What follows belongs to an exercise in optimizing a design on an open flow for small area; a production flow would make more cautious choices. Function was checked by simulation only, so behaviour that the tests miss may differ from the original.

## run A
## axi_gpio
module axi_gpio #(
    parameter int N_GPIOS = 32,
    parameter int AXI_ADDR_WIDTH = 12,
    parameter int AXI_DATA_WIDTH = 32
)(
   input aclk,
   input aresetn,
   input  logic [N_GPIOS-1:0] gpio_in_raw ,
   output logic [N_GPIOS-1:0] gpio_out,
   output logic irq,  
   output logic arready,
   input logic [AXI_ADDR_WIDTH-1:0] araddr,
   input logic arvalid,
   output logic [AXI_DATA_WIDTH-1:0] rdata,
   output logic [1:0] rresp,
   output logic rvalid,
   input logic rready,
   input logic wvalid,
   output logic wready,
   input logic [AXI_DATA_WIDTH-1:0] wdata,
   input logic [AXI_DATA_WIDTH/8-1:0] wstrb,
   input logic bready,
   output logic bvalid,
   output logic [1:0] bresp,
   output logic awready,
   input logic [AXI_ADDR_WIDTH-1:0] awaddr,
   input logic awvalid
);
Size: about 3100 cells after synthesis, about 30000 um2 of cells after synthesis.
export LEC_CHECK = 0
export CAP_MARGIN = 0
export CORE_MARGIN = 2
export CORE_UTILIZATION = 70
export PLACE_DENSITY = 0.8
export SLEW_MARGIN = 0
create_clock -name core_clock -period 5.0 [get_ports {aclk}]
standard.sh (not shown) runs the stock make flow with config.mk's settings and CLKGATE_MAP_FILE= SYNTH_SCRIPT=/design/flow/synth_recipe.tcl, a recipe that flattens the netlist after the stock synthesis.
==> flow/flow/run.sh <==
#!/bin/bash
# Own layout flow:
#  1. the standard synthesis (standard.sh synth), unchanged;
#  2. the combinational cells of its netlist are re-mapped by ABC with
#     area-oriented scripts (several seeds, smallest kept); every flip-flop
#     instance (name, cell type) is kept, and each result is proven
#     equivalent to the standard netlist before it may be used;
#  3. the standard layout from that netlist, with input/output ports
#     buffered by buf_1 cells and a clock tree of clkbuf_8 leaf clusters (at most 16 sinks each)
#     without dummy loads.
set -uo pipefail
here=$(pwd)
R=$here/orfs/results/$FLOW_PLATFORM/axi_gpio/base
export LIB=$FLOW_HOME/platforms/$FLOW_PLATFORM/lib/sky130_fd_sc_hd__tt_025C_1v80.lib

bash standard.sh synth > synth.log 2>&1 || exit 1

python3 flow/splitlib.py $LIB seq.lib comb.lib > splitlib.log 2>&1
DU=""
for c in $(sed -n '/DONT_USE_CELLS/,/^#/p' $FLOW_HOME/platforms/$FLOW_PLATFORM/config.mk | grep -o 'sky130_fd_sc_hd__[a-z0-9_]*'); do
  DU="$DU -dont_use $c"
done
export DU
cp $R/1_2_yosys.v 1_2_yosys_std.v

for t in s0 s7 s13 fast; do
  bash flow/remap.sh 1_2_yosys_std.v 1_2_yosys_$t.v flow/remap_$t.abc $t > remap_sh_$t.log 2>&1 &
done
wait
best=""; barea=""
for t in s0 s7 s13 fast; do
  [[ -s area_$t.txt ]] || continue
  a=$(cat area_$t.txt)
  if [[ -z "$best" ]] || awk "BEGIN{exit !($a < $barea)}"; then best=$t; barea=$a; fi
done
echo "remap choice: ${best:-none} area ${barea:-n/a}" > remap_choice.log
if [[ -n "$best" ]]; then
  cp 1_2_yosys_$best.v $R/1_2_yosys.v
  rm -f $R/1_synth.odb
fi

bash standard.sh \
  BUFFER_PORTS_ARGS="-buffer_cell sky130_fd_sc_hd__buf_1" \
  CTS_ARGS="-sink_clustering_enable -repair_clock_nets -dont_use_dummy_load -buf_list sky130_fd_sc_hd__clkbuf_8 -sink_clustering_size 16 -sink_clustering_max_diameter 80 -sink_buffer_max_cap_derate 1.0" \
  finish > finish.log 2>&1
==> flow/flow/remap_s0.abc <==
strash
&get -n
&deepsyn -J 50 -T 240 -S 0
&put
dch -f
amap -m -F 4 -A 10 -C 2000
topo
==> flow/flow/remap_s13.abc <==
strash
&get -n
&deepsyn -J 50 -T 240 -S 13
&put
dch -f
amap -m -F 4 -A 10 -C 2000
topo
==> flow/flow/remap_s21.abc <==
strash
&get -n
&deepsyn -J 50 -T 240 -S 21
&put
dch -f
amap -m -F 4 -A 10 -C 2000
topo
==> flow/flow/remap_s7.abc <==
strash
&get -n
&deepsyn -J 50 -T 240 -S 7
&put
dch -f
amap -m -F 4 -A 10 -C 2000
topo
Other scripts of this flow, unchanged in this note and not shown: flow/flow/remap.sh, flow/flow/remap_fast.abc, flow/flow/splitlib.py
For run B, these inputs were changed with respect to run A:
# run A
export LEC_CHECK = 0
export CAP_MARGIN = 0
export CORE_MARGIN = 2
export CORE_UTILIZATION = 70
export PLACE_DENSITY = 0.8
export SLEW_MARGIN = 0
create_clock -name core_clock -period 5.0 [get_ports {aclk}]
# run B
export LEC_CHECK = 0
export CAP_MARGIN = 20
export CORE_MARGIN = 2
export CORE_UTILIZATION = 60
export SLEW_MARGIN = 20
create_clock -name core_clock -period 5.0 [get_ports {aclk}]
diff --git a/flow/flow/run.sh b/flow/flow/run.sh
--- a/flow/flow/run.sh
+++ b/flow/flow/run.sh
@@ -8,3 +8,3 @@
 #  3. the standard layout from that netlist, with input/output ports
-#     buffered by buf_1 cells and a clock tree of clkbuf_8 leaf clusters (at most 16 sinks each)
+#     buffered by buf_1 cells and a clock tree of clkbuf_8 leaf clusters
 #     without dummy loads.
@@ -43,3 +43,3 @@
   BUFFER_PORTS_ARGS="-buffer_cell sky130_fd_sc_hd__buf_1" \
-  CTS_ARGS="-sink_clustering_enable -repair_clock_nets -dont_use_dummy_load -buf_list sky130_fd_sc_hd__clkbuf_8 -sink_clustering_size 16 -sink_clustering_max_diameter 80 -sink_buffer_max_cap_derate 1.0" \
+  CTS_ARGS="-sink_clustering_enable -repair_clock_nets -dont_use_dummy_load -buf_list sky130_fd_sc_hd__clkbuf_8 -sink_clustering_size 14 -sink_clustering_max_diameter 80 -sink_buffer_max_cap_derate 1.0" \
   finish > finish.log 2>&1
Results
Looking at final wirelength, run B sits above run A. The overall fraction of global-route tracks in use in run B sits 4.2 points below the value recorded for run A. [compare] base=run A new=run B: number of cells on the critical path moved down, initial antenna violation count moved down, routability congestion estimate moved down. In the flow results for run A and run B, the cell area after placement is larger on run B. Run B: sum of met3 wire segment lengths after detailed routing lower than run A.
Changes in run C relative to run B:
# run B
export LEC_CHECK = 0
export CAP_MARGIN = 20
export CORE_MARGIN = 2
export CORE_UTILIZATION = 60
export SLEW_MARGIN = 20
create_clock -name core_clock -period 5.0 [get_ports {aclk}]
# run C
export LEC_CHECK = 0
export CAP_MARGIN = 5
export CORE_MARGIN = 2
export CORE_UTILIZATION = 40
export SLEW_MARGIN = 5
create_clock -name core_clock -period 5.0 [get_ports {aclk}]
diff --git a/flow/flow/run.sh b/flow/flow/run.sh
--- a/flow/flow/run.sh
+++ b/flow/flow/run.sh
@@ -4,3 +4,3 @@
 #  2. the combinational cells of its netlist are re-mapped by ABC with
-#     area-oriented scripts (several seeds, smallest kept); every flip-flop
+#     area-oriented scripts (twelve seeds of ABC's &deepsyn plus one quick script, smallest kept); every flip-flop
 #     instance (name, cell type) is kept, and each result is proven
@@ -8,3 +8,3 @@
 #  3. the standard layout from that netlist, with input/output ports
-#     buffered by buf_1 cells and a clock tree of clkbuf_8 leaf clusters
+#     buffered by buf_1 cells and a clock tree of clkbuf_16 leaf clusters
 #     without dummy loads.
@@ -25,8 +25,11 @@
 
-for t in s0 s7 s13 fast; do
-  bash flow/remap.sh 1_2_yosys_std.v 1_2_yosys_$t.v flow/remap_$t.abc $t > remap_sh_$t.log 2>&1 &
+# three waves of four ABC runs (the flow has four CPUs)
+for wave in "s0 s1 s2 s5" "s7 s13 s17 s29" "s3 s11 s42 s77 fast"; do
+  for t in $wave; do
+    bash flow/remap.sh 1_2_yosys_std.v 1_2_yosys_$t.v flow/remap_$t.abc $t > remap_sh_$t.log 2>&1 &
+  done
+  wait
 done
-wait
 best=""; barea=""
-for t in s0 s7 s13 fast; do
+for t in s0 s1 s2 s5 s7 s13 s17 s29 s3 s11 s42 s77 fast; do
   [[ -s area_$t.txt ]] || continue
@@ -43,3 +46,3 @@
   BUFFER_PORTS_ARGS="-buffer_cell sky130_fd_sc_hd__buf_1" \
-  CTS_ARGS="-sink_clustering_enable -repair_clock_nets -dont_use_dummy_load -buf_list sky130_fd_sc_hd__clkbuf_8 -sink_clustering_size 14 -sink_clustering_max_diameter 80 -sink_buffer_max_cap_derate 1.0" \
+  CTS_ARGS="-sink_clustering_enable -repair_clock_nets -dont_use_dummy_load -buf_list sky130_fd_sc_hd__clkbuf_16 -sink_clustering_size 28 -sink_clustering_max_diameter 100 -sink_buffer_max_cap_derate 1.0" \
   finish > finish.log 2>&1
==> flow/flow/remap_s0.abc <==
strash
&get -n
&deepsyn -J 50 -T 240 -S 0
&put
dch -f
amap -m -F 8 -A 20 -C 5000
topo
==> flow/flow/remap_s1.abc (new file) <==
strash
&get -n
&deepsyn -J 50 -T 240 -S 1
&put
dch -f
amap -m -F 8 -A 20 -C 5000
topo
==> flow/flow/remap_s11.abc (new file) <==
strash
&get -n
&deepsyn -J 50 -T 240 -S 11
&put
dch -f
amap -m -F 8 -A 20 -C 5000
topo
==> flow/flow/remap_s13.abc <==
strash
&get -n
&deepsyn -J 50 -T 240 -S 13
&put
dch -f
amap -m -F 8 -A 20 -C 5000
topo
==> flow/flow/remap_s17.abc (new file) <==
strash
&get -n
&deepsyn -J 50 -T 240 -S 17
&put
dch -f
amap -m -F 8 -A 20 -C 5000
topo
==> flow/flow/remap_s2.abc (new file) <==
strash
&get -n
&deepsyn -J 50 -T 240 -S 2
&put
dch -f
amap -m -F 8 -A 20 -C 5000
topo
==> flow/flow/remap_s29.abc (new file) <==
strash
&get -n
&deepsyn -J 50 -T 240 -S 29
&put
dch -f
amap -m -F 8 -A 20 -C 5000
topo
==> flow/flow/remap_s3.abc (new file) <==
strash
&get -n
&deepsyn -J 50 -T 240 -S 3
&put
dch -f
amap -m -F 8 -A 20 -C 5000
topo
==> flow/flow/remap_s42.abc (new file) <==
strash
&get -n
&deepsyn -J 50 -T 240 -S 42
&put
dch -f
amap -m -F 8 -A 20 -C 5000
topo
==> flow/flow/remap_s5.abc (new file) <==
strash
&get -n
&deepsyn -J 50 -T 240 -S 5
&put
dch -f
amap -m -F 8 -A 20 -C 5000
topo
==> flow/flow/remap_s7.abc <==
strash
&get -n
&deepsyn -J 50 -T 240 -S 7
&put
dch -f
amap -m -F 8 -A 20 -C 5000
topo
==> flow/flow/remap_s77.abc (new file) <==
strash
&get -n
&deepsyn -J 50 -T 240 -S 77
&put
dch -f
amap -m -F 8 -A 20 -C 5000
topo
removed: flow/flow/remap_s21.abc
[summary]
Run C finished all stages; the layout is clean.
Worst voltage drop across the vdd grid (run B / run C): 1.2
[compare] base=run B new=run C: synthesized cell count moved down; sequential share of layout area lost 0.66 points; detailed route wirelength on metal3 moved down.
[inputs] run D vs run C
# run C
export LEC_CHECK = 0
export CAP_MARGIN = 5
export CORE_MARGIN = 2
export CORE_UTILIZATION = 40
export SLEW_MARGIN = 5
create_clock -name core_clock -period 5.0 [get_ports {aclk}]
# run D
export LEC_CHECK = 0
export CAP_MARGIN = 5
export CORE_MARGIN = 2
export CORE_UTILIZATION = 70
export PLACE_DENSITY = 0.8
export SLEW_MARGIN = 5
create_clock -name core_clock -period 5.0 [get_ports {aclk}]
diff --git a/flow/flow/run.sh b/flow/flow/run.sh
--- a/flow/flow/run.sh
+++ b/flow/flow/run.sh
@@ -4,3 +4,3 @@
 #  2. the combinational cells of its netlist are re-mapped by ABC with
-#     area-oriented scripts (twelve seeds of ABC's &deepsyn plus one quick script, smallest kept); every flip-flop
+#     area-oriented scripts (several seeds, smallest kept); every flip-flop
 #     instance (name, cell type) is kept, and each result is proven
@@ -8,3 +8,3 @@
 #  3. the standard layout from that netlist, with input/output ports
-#     buffered by buf_1 cells and a clock tree of clkbuf_16 leaf clusters
+#     buffered by buf_1 cells and a clock tree of clkbuf_8 leaf clusters
 #     without dummy loads.
@@ -25,11 +25,8 @@
 
-# three waves of four ABC runs (the flow has four CPUs)
-for wave in "s0 s1 s2 s5" "s7 s13 s17 s29" "s3 s11 s42 s77 fast"; do
-  for t in $wave; do
-    bash flow/remap.sh 1_2_yosys_std.v 1_2_yosys_$t.v flow/remap_$t.abc $t > remap_sh_$t.log 2>&1 &
-  done
-  wait
+for t in s0 s7 s13 fast; do
+  bash flow/remap.sh 1_2_yosys_std.v 1_2_yosys_$t.v flow/remap_$t.abc $t > remap_sh_$t.log 2>&1 &
 done
+wait
 best=""; barea=""
-for t in s0 s1 s2 s5 s7 s13 s17 s29 s3 s11 s42 s77 fast; do
+for t in s0 s7 s13 fast; do
   [[ -s area_$t.txt ]] || continue
@@ -46,3 +43,3 @@
   BUFFER_PORTS_ARGS="-buffer_cell sky130_fd_sc_hd__buf_1" \
-  CTS_ARGS="-sink_clustering_enable -repair_clock_nets -dont_use_dummy_load -buf_list sky130_fd_sc_hd__clkbuf_16 -sink_clustering_size 28 -sink_clustering_max_diameter 100 -sink_buffer_max_cap_derate 1.0" \
+  CTS_ARGS="-sink_clustering_enable -repair_clock_nets -dont_use_dummy_load -buf_list sky130_fd_sc_hd__clkbuf_8 -sink_clustering_size 18 -sink_clustering_max_diameter 80 -sink_buffer_max_cap_derate 1.0" \
   finish > finish.log 2>&1
==> flow/flow/remap_s0.abc <==
strash
&get -n
&deepsyn -J 50 -T 240 -S 0
&put
dch -f
amap -m -F 4 -A 10 -C 2000
topo
==> flow/flow/remap_s13.abc <==
strash
&get -n
&deepsyn -J 50 -T 240 -S 13
&put
dch -f
amap -m -F 4 -A 10 -C 2000
topo
==> flow/flow/remap_s21.abc (new file) <==
strash
&get -n
&deepsyn -J 50 -T 240 -S 21
&put
dch -f
amap -m -F 4 -A 10 -C 2000
topo
==> flow/flow/remap_s7.abc <==
strash
&get -n
&deepsyn -J 50 -T 240 -S 7
&put
dch -f
amap -m -F 4 -A 10 -C 2000
topo
removed: flow/flow/remap_s1.abc
removed: flow/flow/remap_s11.abc
removed: flow/flow/remap_s17.abc
removed: flow/flow/remap_s2.abc
removed: flow/flow/remap_s29.abc
removed: flow/flow/remap_s3.abc
removed: flow/flow/remap_s42.abc
removed: flow/flow/remap_s5.abc
removed: flow/flow/remap_s77.abc
- [compare] base=run C new=run D: via count now sits higher, wire length on met1 now sits lower.
- Run D against run C: die height shrank by 66 um; global-route met3 utilization grew by 7.3 points; instance count of the mapped netlist grew by about 2%.
- From run C to run D the numbers moved as follows: sequential share of layout area climbed 1.3 points, post-synth design cell area barely changed.

-- what the ideal ports hide --
How much do the figures lean on ideal ports? The routed layouts below were timed once more, with nothing changed but the port constraints. Step 1 assumes that a clkbuf_16 drives the clock port and a buf_2 every other input. Step 2 moves the port delays by t, midway between the first and last clock arrival at a register: inputs arrive t later, outputs are due t later. That takes back most of the time a late clock gives input paths. Slacks: ideal ports / drivers / drivers and shift; pairs: ideal ports / drivers.
run	shift t [ns]	slack for setup (ns)	worst setup path at the end	slew at the worst register clock pin (ns)	worst slew at a driven data input, ns
run A	0.738	1.116 / 1.116 / 1.116	register to register	0.11 / 0.11	0.12
run B	0.758	0.986 / 0.925 / 1.313	register to register	0.10 / 0.10	0.06
run C	0.700	1.260 / 1.197 / 1.396	register to register	0.12 / 0.12	0.12
run D	0.712	1.084 / 1.084 / 1.084	register to register	0.12 / 0.12	0.12
After both steps every run listed still meets setup and hold.
